From an optimization exercise on the open Yosys and OpenROAD flow, aimed at small area; shortcuts taken in it are not production practice.
RTL that was checked went through simulation tests only; none was proved equivalent to the original.
Power and IR drop assume default switching activity.

==> module DUFT_ap_ctrl_chain, before the edit <==
module DUFT_ap_ctrl_chain(
  input [31:0]      addr,
  input [31:0]      wr_data,
  input [1:0]       rd_wr,
  output [31:0]     ap_return,
  input             ap_rst,
  input             ap_start,
  input             ap_continue,
  input             ap_ce,
  output            ap_idle,
  output            ap_ready,
  output            ap_done,
  input             ap_clk
);
  localparam H_IDLE = 3'b000;
  localparam H_ACK  = 3'b001;
  localparam H_RD   = 3'b010;
  localparam H_WR   = 3'b011;
  localparam H_DONE = 3'b100;
  localparam H_RST  = 3'b101;
  reg [2:0] h;
  reg [2:0] h_nx;
  always @(*) begin
    case (h)
      H_IDLE: h_nx = ap_start ? H_ACK : (rd_wr[1] ? H_RST : H_IDLE);
      H_ACK:  h_nx = rd_wr[0] ? H_RD : H_WR;
      H_RD, H_WR, H_RST: h_nx = H_DONE;
      H_DONE: h_nx = ap_continue ? H_IDLE : H_DONE;
      default: h_nx = H_IDLE;
    endcase
  end
  always @(posedge ap_clk)
    if (ap_rst) h <= H_IDLE;
    else        h <= h_nx;
  wire h_idle = (h == H_IDLE);
  wire h_done = (h == H_DONE);
  wire h_rd   = (h == H_RD);
  wire h_wr   = (h == H_WR);
  wire rst    = (h == H_RST);         
  assign ap_idle  = h_idle & ~ap_start;
  assign ap_ready = h_done;
  assign ap_done  = h_done;
  wire up0 = (addr[31:8] == 24'h000000);
  wire upF = (addr[31:8] == 24'hFF0000);
  wire lo00 = (addr[7:0] == 8'h00);
  wire lo01 = (addr[7:0] == 8'h01);
  wire r18 = up0 & (addr[7:3] == 5'b00011);
  wire r20 = up0 & (addr[7:5] == 3'b001);
  wire rlp = upF & lo01;
  wire wop = up0 & lo00;
  wire win = up0 & (addr[7:0] == 8'h10);
  wire wlp = upF & lo00;
  reg [1:0] ac;
  reg       ist;
  always @(posedge ap_clk) begin
    ac[0] <= rd_wr[0] ? (r18 | rlp) : (wop | wlp);
    ac[1] <= rd_wr[0] ? (r20 | rlp) : (win | wlp);
    ist   <= up0 & lo01;
  end
  reg [31:0] R;           
  reg [2:0]  opc;         
  reg [31:0] din;         
  reg [31:0] dout;        
  reg        dout_z;      
  reg [31:0] dft;         
  reg [31:0] tin;         
  localparam IDLE          = 4'd0;
  localparam INPUT_FLATTEN = 4'd1;
  localparam INPUT_DUT     = 4'd2;
  localparam INPUT_RDY     = 4'd3;
  localparam OUTPUT_WAIT   = 4'd4;
  localparam OUTPUT_VAL    = 4'd5;
  localparam OUTPUT_PACK   = 4'd6;
  localparam SCAN_PREP     = 4'd7;
  localparam SCAN          = 4'd8;
  localparam SCAN_RD       = 4'd9;
  localparam TICK          = 4'd10;
  reg [3:0] P;
  localparam D_IDLE   = 4'd0;
  localparam D_START  = 4'd1;
  localparam D_FINISH = 4'd2;
  localparam D_CALC0  = 4'd8;
  reg [3:0]  D;
  reg [31:0] q;           
  reg [5:0] cnt;
  wire op_input = (opc == 3'd1);
  wire op_run   = (opc == 3'd2);
  wire op_endr  = (opc == 3'd3);
  wire op_test  = (opc == 3'd4);
  wire op_next  = (opc == 3'd5);
  wire op_endt  = (opc == 3'd6);
  wire p_flat = (P == INPUT_FLATTEN);
  wire p_pack = (P == OUTPUT_PACK);
  wire p_prep = (P == SCAN_PREP);
  wire p_scan = (P == SCAN);
  wire p_srd  = (P == SCAN_RD);
  wire scan_ack  = cnt[0];                        
  wire scan_dump = cnt[5] & cnt[3] & cnt[0];      
  wire scan_end  = cnt[5] & cnt[3] & cnt[1];      
  wire srd_first = cnt[0];                        
  wire dut_commit_ack = p_pack | (p_srd & op_endt);
  wire dft_op_commit  = (p_scan & scan_end) | (p_srd & srd_first);
  wire sen = (P == INPUT_RDY) | p_prep | p_scan | (p_srd & (~op_endt | srd_first));
  wire [11:0] status = {
    p_prep, p_prep & scan_ack, dft_op_commit, p_srd,
    (P == INPUT_DUT), (D == D_START), (D == D_FINISH), dut_commit_ack,
    P };
  reg [3:0] P_nx;
  always @(*) begin
    case (P)
      IDLE:          P_nx = op_input ? INPUT_FLATTEN : IDLE;
      INPUT_FLATTEN: P_nx = INPUT_DUT;
      INPUT_DUT:     P_nx = (D == D_START) ? INPUT_RDY : INPUT_DUT;
      INPUT_RDY:     P_nx = op_run ? OUTPUT_WAIT : (op_test ? SCAN_PREP : INPUT_RDY);
      OUTPUT_WAIT:   P_nx = (D == D_FINISH) ? OUTPUT_VAL : OUTPUT_WAIT;
      OUTPUT_VAL:    P_nx = op_endr ? OUTPUT_PACK : OUTPUT_VAL;
      OUTPUT_PACK:   P_nx = IDLE;
      SCAN_PREP:     P_nx = scan_ack ? SCAN : SCAN_PREP;
      SCAN:          P_nx = scan_end ? SCAN_RD : SCAN;
      SCAN_RD:       P_nx = op_endt ? IDLE : (op_next ? TICK : SCAN_RD);
      TICK:          P_nx = SCAN_PREP;
      default:       P_nx = IDLE;
    endcase
  end
  always @(posedge ap_clk) begin
    if (rst) P <= IDLE;
    else     P <= P_nx;
    if (rst | ~(p_prep | p_scan)) cnt <= 6'd0;
    else                          cnt <= cnt + 6'd1;
  end
  reg [3:0] D_nx;
  always @(*) begin
    case (D)
      D_IDLE:   D_nx = (P == INPUT_DUT) ? D_START : D_IDLE;
      D_START:  D_nx = D_CALC0;
      D_FINISH: D_nx = dut_commit_ack ? D_IDLE : D_FINISH;
      4'd15:    D_nx = D_FINISH;
      4'd8, 4'd9, 4'd10, 4'd11, 4'd12, 4'd13, 4'd14:
                D_nx = D + 4'd1;
      default:  D_nx = D_IDLE;
    endcase
  end
  wire calc_run = D[3] & ~sen;
  wire dump = p_scan & scan_dump;
  wire [31:0] q_rot = {q[0], q[31:1]};
  always @(posedge ap_clk) begin
    if (rst)       D <= D_IDLE;
    else if (!sen) D <= D_nx;
    if (p_flat)        q <= din;
    else if (dump)     q <= q_rot;
    else               q <= q + {31'd0, calc_run};
    if (dump) dft <= q_rot;
    if (p_pack) begin
      dout   <= q;
      dout_z <= rst;
    end
  end
  wire wr_go = h_wr & ap_ce;
  always @(posedge ap_clk) begin
    if (wr_go && ac == 2'd1) opc <= (R[31:3] == 29'd0) ? R[2:0] : 3'd0;
    if (wr_go && ac == 2'd2) din <= R;
    if (wr_go && ac == 2'd3) tin <= R;
  end
  wire rd_go = h_rd & ap_ce;
  wire s_st  = rd_go & (ac == 2'd0) & ist;
  wire s_18  = rd_go & (ac == 2'd1) & ~dout_z;
  wire s_20  = rd_go & (ac == 2'd2);
  wire s_lp  = rd_go & (ac == 2'd3);
  wire load = (h == H_IDLE) | (h == H_ACK);
  wire [31:0] ld_val = {wr_data[31:12], rd_wr[0] ? status : wr_data[11:0]};
  always @(posedge ap_clk)
    R <= ({32{h_done}} & R)
       | ({32{load}} & ld_val)
       | ({32{s_st}} & {20'd0, R[11:0]})
       | ({32{s_18}} & dout)
       | ({32{s_20}} & dft)
       | ({32{s_lp}} & tin);
  assign ap_return = R;
endmodule  
export LEC_CHECK = 0
export CAP_MARGIN = 20
export CORE_MARGIN = 2
export CORE_UTILIZATION = 50
export SLEW_MARGIN = 20
create_clock -name core_clock -period 8.0 [get_ports {ap_clk}]
standard.sh (not shown) runs the stock make flow with config.mk's settings and CLKGATE_MAP_FILE= SYNTH_SCRIPT=/design/flow/synth_recipe.tcl, a recipe that flattens the netlist after the stock synthesis.
==> flow/flow/run.sh <==
#!/bin/bash
# Layout flow: the standard ORFS flow (standard.sh) with three changes
# that only affect how the layout is made:
#  - synthesis is the standard synthesis script, except that the final
#    ABC technology-mapping call uses an area-oriented script (flow/area.abc);
#    registers are mapped before ABC runs, so they are unchanged;
#  - the port buffers inserted at global placement use sky130 buf_1;
#  - the clock tree uses clkbuf_8 buffers, clusters of at most 16 sinks and
#    no dummy loads.
set -euo pipefail
here=$(pwd)
{
  echo "proc abc {args} {"
  echo "  set i [lsearch \$args -script]"
  echo "  if {\$i >= 0} { set args [lreplace \$args \$i [expr {\$i + 1}] -script $here/flow/area.abc] }"
  echo "  yosys abc {*}\$args"
  echo "}"
  cat "$here/synth_recipe.tcl"
} > "$here/area_synth.tcl"
sed "s#SYNTH_SCRIPT=[^ ]*synth_recipe.tcl#SYNTH_SCRIPT=$here/area_synth.tcl#" standard.sh > area_standard.sh
grep -q area_synth.tcl area_standard.sh
export BUFFER_PORTS_ARGS="-buffer_cell sky130_fd_sc_hd__buf_1"
export CTS_ARGS="-sink_clustering_enable -repair_clock_nets -dont_use_dummy_load -buf_list sky130_fd_sc_hd__clkbuf_8 -sink_clustering_size 16 -sink_clustering_max_diameter 60"
bash area_standard.sh > standard_flow.log 2>&1
==> flow/flow/area.abc <==
strash
dc2
dc2
dch -f
amap
strash
dc2
dc2
dch -f
amap
strash
dc2
dch -f
amap
Next try:
--- a/flow/design.v
+++ b/flow/design.v
@@ -77,11 +77,12 @@
   localparam SCAN_RD       = 4'd9;
   localparam TICK          = 4'd10;
   reg [3:0] P;
-  localparam D_IDLE   = 4'd0;
-  localparam D_START  = 4'd1;
-  localparam D_FINISH = 4'd2;
-  localparam D_CALC0  = 4'd8;
-  reg [3:0]  D;
+  localparam D_IDLE   = 2'd0;
+  localparam D_START  = 2'd1;
+  localparam D_CALC   = 2'd2;
+  localparam D_FINISH = 2'd3;
+  reg [1:0]  D;
+  reg [2:0]  calc;
   reg [31:0] q;           
   reg [5:0] cnt;
   wire op_input = (opc == 3'd1);
@@ -129,24 +130,23 @@
     if (rst | ~(p_prep | p_scan)) cnt <= 6'd0;
     else                          cnt <= cnt + 6'd1;
   end
-  reg [3:0] D_nx;
+  reg [1:0] D_nx;
   always @(*) begin
     case (D)
       D_IDLE:   D_nx = (P == INPUT_DUT) ? D_START : D_IDLE;
-      D_START:  D_nx = D_CALC0;
-      D_FINISH: D_nx = dut_commit_ack ? D_IDLE : D_FINISH;
-      4'd15:    D_nx = D_FINISH;
-      4'd8, 4'd9, 4'd10, 4'd11, 4'd12, 4'd13, 4'd14:
-                D_nx = D + 4'd1;
-      default:  D_nx = D_IDLE;
+      D_START:  D_nx = D_CALC;
+      D_CALC:   D_nx = (calc == 3'd7) ? D_FINISH : D_CALC;
+      default:  D_nx = dut_commit_ack ? D_IDLE : D_FINISH;
     endcase
   end
-  wire calc_run = D[3] & ~sen;
+  wire calc_run = (D == D_CALC) & ~sen;
   wire dump = p_scan & scan_dump;
   wire [31:0] q_rot = {q[0], q[31:1]};
   always @(posedge ap_clk) begin
     if (rst)       D <= D_IDLE;
     else if (!sen) D <= D_nx;
+    if (D == D_IDLE || D == D_FINISH) calc <= 3'd0;
+    else if (calc_run)                calc <= calc + 3'd1;
     if (p_flat)        q <= din;
     else if (dump)     q <= q_rot;
     else               q <= q + {31'd0, calc_run};
@@ -167,14 +167,14 @@
   wire s_18  = rd_go & (ac == 2'd1) & ~dout_z;
   wire s_20  = rd_go & (ac == 2'd2);
   wire s_lp  = rd_go & (ac == 2'd3);
+  wire [31:0] rd_val = ({32{s_st}} & {20'd0, R[11:0]})
+                     | ({32{s_18}} & dout)
+                     | ({32{s_20}} & dft)
+                     | ({32{s_lp}} & tin);
   wire load = (h == H_IDLE) | (h == H_ACK);
-  wire [31:0] ld_val = {wr_data[31:12], rd_wr[0] ? status : wr_data[11:0]};
-  always @(posedge ap_clk)
-    R <= ({32{h_done}} & R)
-       | ({32{load}} & ld_val)
-       | ({32{s_st}} & {20'd0, R[11:0]})
-       | ({32{s_18}} & dout)
-       | ({32{s_20}} & dft)
-       | ({32{s_lp}} & tin);
+  always @(posedge ap_clk) begin
+    if (load)         R <= {wr_data[31:12], rd_wr[0] ? status : wr_data[11:0]};
+    else if (!h_done) R <= rd_val;
+  end
   assign ap_return = R;
 endmodule  
Result: Worst hold slack got worse by 0.018 ns. Combinational power is higher by a few percent. Total power came out higher by a few percent. Synthesized area increases by a few percent. Critical path depth increases by 1. Setup slack degrades by 0.30 ns. Register-to-register slack loses 0.30 ns. Flip-flop and latch count is higher by 1. Count of clock-buffer cells in the layout stays the same. Final area is higher by a few percent. Maximum frequency is lower by a few percent. Non-clock buffer count shrinks by 1. Die area goes up by a few percent.
Function not checked in the first run of this note: the RTL went through the layout flow alone.

## re-timing with driven ports
No port has a modelled driver above. Below, the same layouts with a new extraction and two added sets of constraints. Step 1 assumes that a clkbuf_16 drives the clock port and a buf_2 every other input. Step 2, shift: input delay + t, output delay - t, t = (earliest + latest rising clock arrival at the registers) / 2. This alone moves slack from input paths to output paths. Slacks: ideal / step 1 / step 2; pairs: ideal / step 1.
run | shift t [ns] | setup WS [ns] | pins driven straight from the clock port
the first run | 0.535 | 2.661 / 2.661 / 2.661 | 1
the second run | 0.526 | 2.362 / 2.362 / 2.362 | 1
After both steps setup and hold are still met in every run listed.
